This design comes from an exercise in tuning for small area, a short achievable clock period and few clock cycles per item on the open sky130 flow, not from production work.
Where RTL was checked, it was by simulation tests only, not by an equivalence proof against the original.
No activity file was given, so power comes from the tool's default toggle rates.

alpha:
## JAM
module JAM (
input CLK,
input RST,
output reg [2:0] W,
output reg [2:0] J,
input [6:0] Cost,
output [3:0] MatchCount,
output reg [9:0] MinCost,
output reg Valid );
localparam K_NONE = 3'd0, K_CR = 3'd1, K_INIT = 3'd2, K_H = 3'd3, K_SCAN = 3'd4, K_EXT = 3'd5;
localparam S_CR = 0, S_WCR = 1, S_INIT = 2, S_WROW = 3, S_HB = 4, S_SCAN = 5,
           S_EXT = 6, S_WEXT = 7, S_RY = 8, S_RYW = 9, S_RYW2 = 10, S_DONE = 11;
function [3:0] mul16;
    input [3:0] a, b;
    reg [7:0] t;
    begin
        t = a * b;
        mul16 = t[3:0];
    end
endfunction
function [7:0] lowbit;
    input [7:0] x;
    integer m;
    reg seen;
    begin
        seen = 1'b0;
        for (m = 0; m < 8; m = m + 1) begin
            lowbit[m] = x[m] & ~seen;
            seen = seen | x[m];
        end
    end
endfunction
function [2:0] low3;
    input [7:0] x;
    integer m;
    begin
        low3 = 3'd0;
        for (m = 7; m >= 0; m = m - 1)
            if (x[m]) low3 = m;
    end
endfunction
reg [11:0] st;
reg [2:0] ak;           
reg       afirst, alast;
reg [7:0] off;          
reg [9:0] corr;         
reg       fsc;          
reg [2:0] bk;           
reg       ev;           
  ...
Size in the first run: about 2700 cells after synthesis, ~500 flip-flops, about 30 I/O pins, roughly 0.028 mm² of cells after synthesis.
clock: 5.0 ns
lec_check: 0
cap_margin: 20
core_margin: 2
core_utilization: 70
cts_buf_list: sky130_fd_sc_hd__clkbuf_4
setup_slack_margin: 2.0
slew_margin: 20
run.sh (not shown) runs the stock make flow with config.mk's settings and CLKGATE_MAP_FILE= SYNTH_SCRIPT=/design/flow/synth_recipe.tcl, a recipe that flattens the netlist after the stock synthesis.
Testbench counts of alpha, summed over its fixed seeds: cycles 5,819, items 24.
Input changes introduced in beta (baseline for comparison: alpha):
Settings: swapping 2.0 for 2.2 in SETUP_SLACK_MARGIN; swapping 70 for 80 in CORE_UTILIZATION; clearing CTS_BUF_LIST, which used to be sky130_fd_sc_hd__clkbuf_4.
Notes after the runs:
| post-place instance area | alpha vs beta | ≈ equal |
Re hold buffer count at cts: no difference whatsoever between alpha and beta.
Compared with alpha, in beta x dimension of the die went down by 6.3%, starting density of the core went up by 10 points.
For beta, the flow was terminated by a tool error in global routing (5_1_grt) and produced no final design.


Setup of run A:
JAM, a different RTL version from the one above (not shown whole).
Size in the first run: roughly 510 flip-flops, about 30 I/O pins.
==> flow/design.v (excerpt) <==
module JAM (
input CLK,
input RST,
output reg [2:0] W,
output reg [2:0] J,
input [6:0] Cost,
output [3:0] MatchCount,
output reg [9:0] MinCost,
output reg Valid );
==> flow/config.mk <==
export PLATFORM = sky130hd
export DESIGN_NAME = JAM
export DESIGN_NICKNAME = JAM
export VERILOG_FILES = /design/flow/design.v
export SDC_FILE = /design/flow/constraint.sdc
export NUM_CORES = 4
export LEC_CHECK = 0
export CAP_MARGIN = 20
export CORE_MARGIN = 2
export CORE_UTILIZATION = 70
export SETUP_SLACK_MARGIN = 2.2
export SLEW_MARGIN = 20
==> flow/constraint.sdc <==
create_clock -name core_clock -period 5.0 [get_ports {CLK}]
set_input_delay 1.0000 -clock core_clock [delete_from_list [all_inputs] [get_ports {CLK}]]
set_output_delay 1.0000 -clock core_clock [all_outputs]
set_load 0.01 [all_outputs]
Modified inputs, run B compared to run A
- swapping 2.2 for 2.1 in SETUP_SLACK_MARGIN
### Flow results
Run B gives less via count than run A did.
Relative to run A, run B improves worst setup slack.
Total power of the final layout: higher on run A
In the metrics for run A and run B, the one carrying the lower sequential share of cell area is run A.
Amount of wire on met2 after detailed routing (run B vs. run A) decreases by a little under 10%
Global-route usage for run B: 1.9 points down relative to run A
Delta (run B minus run A): count of filler cells inserted in the layout higher, final routed wire length divided by cell count lower.
## Diff of input files: run C against run B
- SETUP_SLACK_MARGIN: 2.1 -> 2.3
Results
In the reports for run B and run C, the larger share of the cycle needed by the critical path after routing belongs to run C. Going from run B to run C, fill cell instance count of the final layout shrank by more than 10%. Cmp run B and run C / cell count / lower: run B. Run C against run B: final worst-path setup slack shows a reduction of 200 ps; switching power of the nets grew by about 5.4%. Looking at worst stage delay on the critical path, run C sits above run B. What run B reported for global-route wire length before repair has to be multiplied by 1.06 to get the figure for run C. Run C vs. run B: clock share of power went up by 1.4 points.
The following lists how run D was set up differently from run C:
- CTS_BUF_LIST now sky130_fd_sc_hd__clkbuf_4, previously not set
- SETUP_SLACK_MARGIN now 2.2, was 2.3
Notes after the runs:
Run D: full flow OK, the timing, design-rule and antenna checks passed
When the final numbers for run C and run D were put side by side, the worst slack at placement turned out to be smaller in run D.
When run D is measured against run C, its number of clock-tree buffers in the layout turns out 127 higher.
On run D: power is 2.0% lower than what run C gave.
Re global-route track usage on met1: run D is 0.85 points down on run C.
[run D] placed wire-length estimate rose about 1.3% relative to run C
Per the comparison of run D with run C, areal power density over the cells essentially unchanged; fraction of area in registers increased 0.74 points; power share of the combinational group decreased 0.3 points.
No run of this note included a check of the RTL's function; only the layout flow was run.


build 76:
JAM with an RTL version that a note above also has.
For scale: about 2700 cells after synthesis, about 500 flip-flops, ~30 I/O pins, about 28000 µm² of cells after synthesis.
// JAM
module JAM (
input CLK,
input RST,
output reg [2:0] W,
output reg [2:0] J,
input [6:0] Cost,
output [3:0] MatchCount,
output reg [9:0] MinCost,
output reg Valid );
localparam K_NONE = 3'd0, K_CR = 3'd1, K_INIT = 3'd2, K_H = 3'd3, K_SCAN = 3'd4, K_EXT = 3'd5;
localparam S_CR = 0, S_WCR = 1, S_INIT = 2, S_WROW = 3, S_HB = 4, S_SCAN = 5,
           S_EXT = 6, S_WEXT = 7, S_RY = 8, S_RYW = 9, S_RYW2 = 10, S_DONE = 11;
function [3:0] mul16;
    input [3:0] a, b;
    reg [7:0] t;
    begin
        t = a * b;
        mul16 = t[3:0];
    end
endfunction
function [7:0] lowbit;
    input [7:0] x;
    integer m;
    reg seen;
    begin
        seen = 1'b0;
        for (m = 0; m < 8; m = m + 1) begin
            lowbit[m] = x[m] & ~seen;
            seen = seen | x[m];
        end
    end
endfunction
function [2:0] low3;
    input [7:0] x;
    integer m;
    begin
        low3 = 3'd0;
        for (m = 7; m >= 0; m = m - 1)
            if (x[m]) low3 = m;
    end
endfunction
reg [11:0] st;
reg [2:0] ak;           
reg       afirst, alast;
reg [7:0] off;          
reg [9:0] corr;         
reg       fsc;          
reg [2:0] bk;           
reg       ev;           
reg       accf, dfd;    
reg [7:0] rowasg;       
reg       aug_on;
reg       s1v;
reg [7:0] vo;           
reg [2:0] bi, bj;
reg       bfirst, blast;
reg [8:0] cs;           
reg [7:0] dA, dB;       
reg [7:0] v [0:7];      
reg [7:0] d [0:7];      
reg [2:0] prow [0:7];   
reg [7:0] pval;         
reg [2:0] way [0:7];    
reg [7:0] wset;         
reg [7:0] ready;
reg [7:0] rv; reg rtb; reg [2:0] rj; reg [7:0] rmask; reg [3:0] rcnt;
reg [7:0] mu; reg [2:0] jst; reg jst_m;
reg [2:0] cbj;           
reg       fresh;        
reg [2:0] row_cur, aug_row, aug_j;
reg [7:0] pend;
reg [7:0] Fm;           
reg [3:0] rs [0:7];     
reg [7:0] Gp, Xg, B, cr, cu;
reg       fin, par;
reg [3:0] racc;
assign MatchCount = racc;
wire is_cr = bk == K_CR, is_init = bk == K_INIT, is_scan = bk == K_SCAN, is_ext = bk == K_EXT;
  ...
Settings: LEC_CHECK=0, CAP_MARGIN=20, CORE_MARGIN=2, CORE_UTILIZATION=70, CTS_CLUSTER_SIZE=30, SETUP_SLACK_MARGIN=2.2, SLEW_MARGIN=20; clock period 5.0 ns.
Testbench counts of build 76, summed over its fixed seeds: cycles 5,819, items 24.
Edits applied to the flow inputs when going from build 76 to build 59:
- SETUP_SLACK_MARGIN now 2.25, was 2.2
- CTS_CLUSTER_SIZE no longer set, was 30
==> notes.md <==
- Every stage of the flow completed for build 76, and the final layout passed the timing, design-rule and antenna checks.
- Build 59: all stages complete, timing, DRC and antenna checks passed
- Going from build 76 to build 59, count of antenna diodes in the layout went up by 1, weighted congestion reported at the end of routability-driven placement rose 1.4%, design area grew by about 1.7%, final critical-path share of the clock period moved up, global-route wire length before repair rose by 3.3%.

[what the ideal ports hide]
The flow's constraints put no driver on any port. The routed layouts listed below were extracted and timed again, unchanged, in two steps. Step 1 sets driving cells, clkbuf_16 on the clock port and buf_2 on the other inputs (assumed; they add their load-dependent delay and slew). Step 2 also shifts input and output timing later by t, the mid clock arrival at the registers, as if the neighbouring blocks saw the same clock. Slacks: ideal / step 1 / step 2; pairs: ideal / step 1.
run | t, ns | setup slack, ns | hold WS [ns] | latest minus earliest clock arrival (ns)
alpha | 0.939 | 1.995 / 1.982 / 1.302 | 0.332 / 0.332 / 0.332 | 0.046 / 0.045
run A | 0.659 | 1.993 / 1.993 / 1.675 | 0.348 / 0.348 / 0.348 | 0.020 / 0.020
run B | 0.654 | 2.029 / 2.029 / 1.614 | 0.341 / 0.341 / 0.341 | 0.018 / 0.018
run C | 0.680 | 1.825 / 1.825 / 1.687 | 0.322 / 0.322 / 0.322 | 0.029 / 0.029
run D | 0.916 | 1.557 / 1.557 / 1.477 | 0.340 / 0.340 / 0.340 | 0.085 / 0.084
build 76 | 0.659 | 2.129 / 2.129 / 1.636 | 0.327 / 0.327 / 0.327 | 0.030 / 0.030
build 59 | 0.669 | 1.906 / 1.906 / 1.591 | 0.330 / 0.330 / 0.330 | 0.023 / 0.023
After both steps setup and hold are still met in every run listed. For alpha, which loses most, drivers alone change the setup slack by -0.013 ns; drivers and shift together by -0.693 ns.
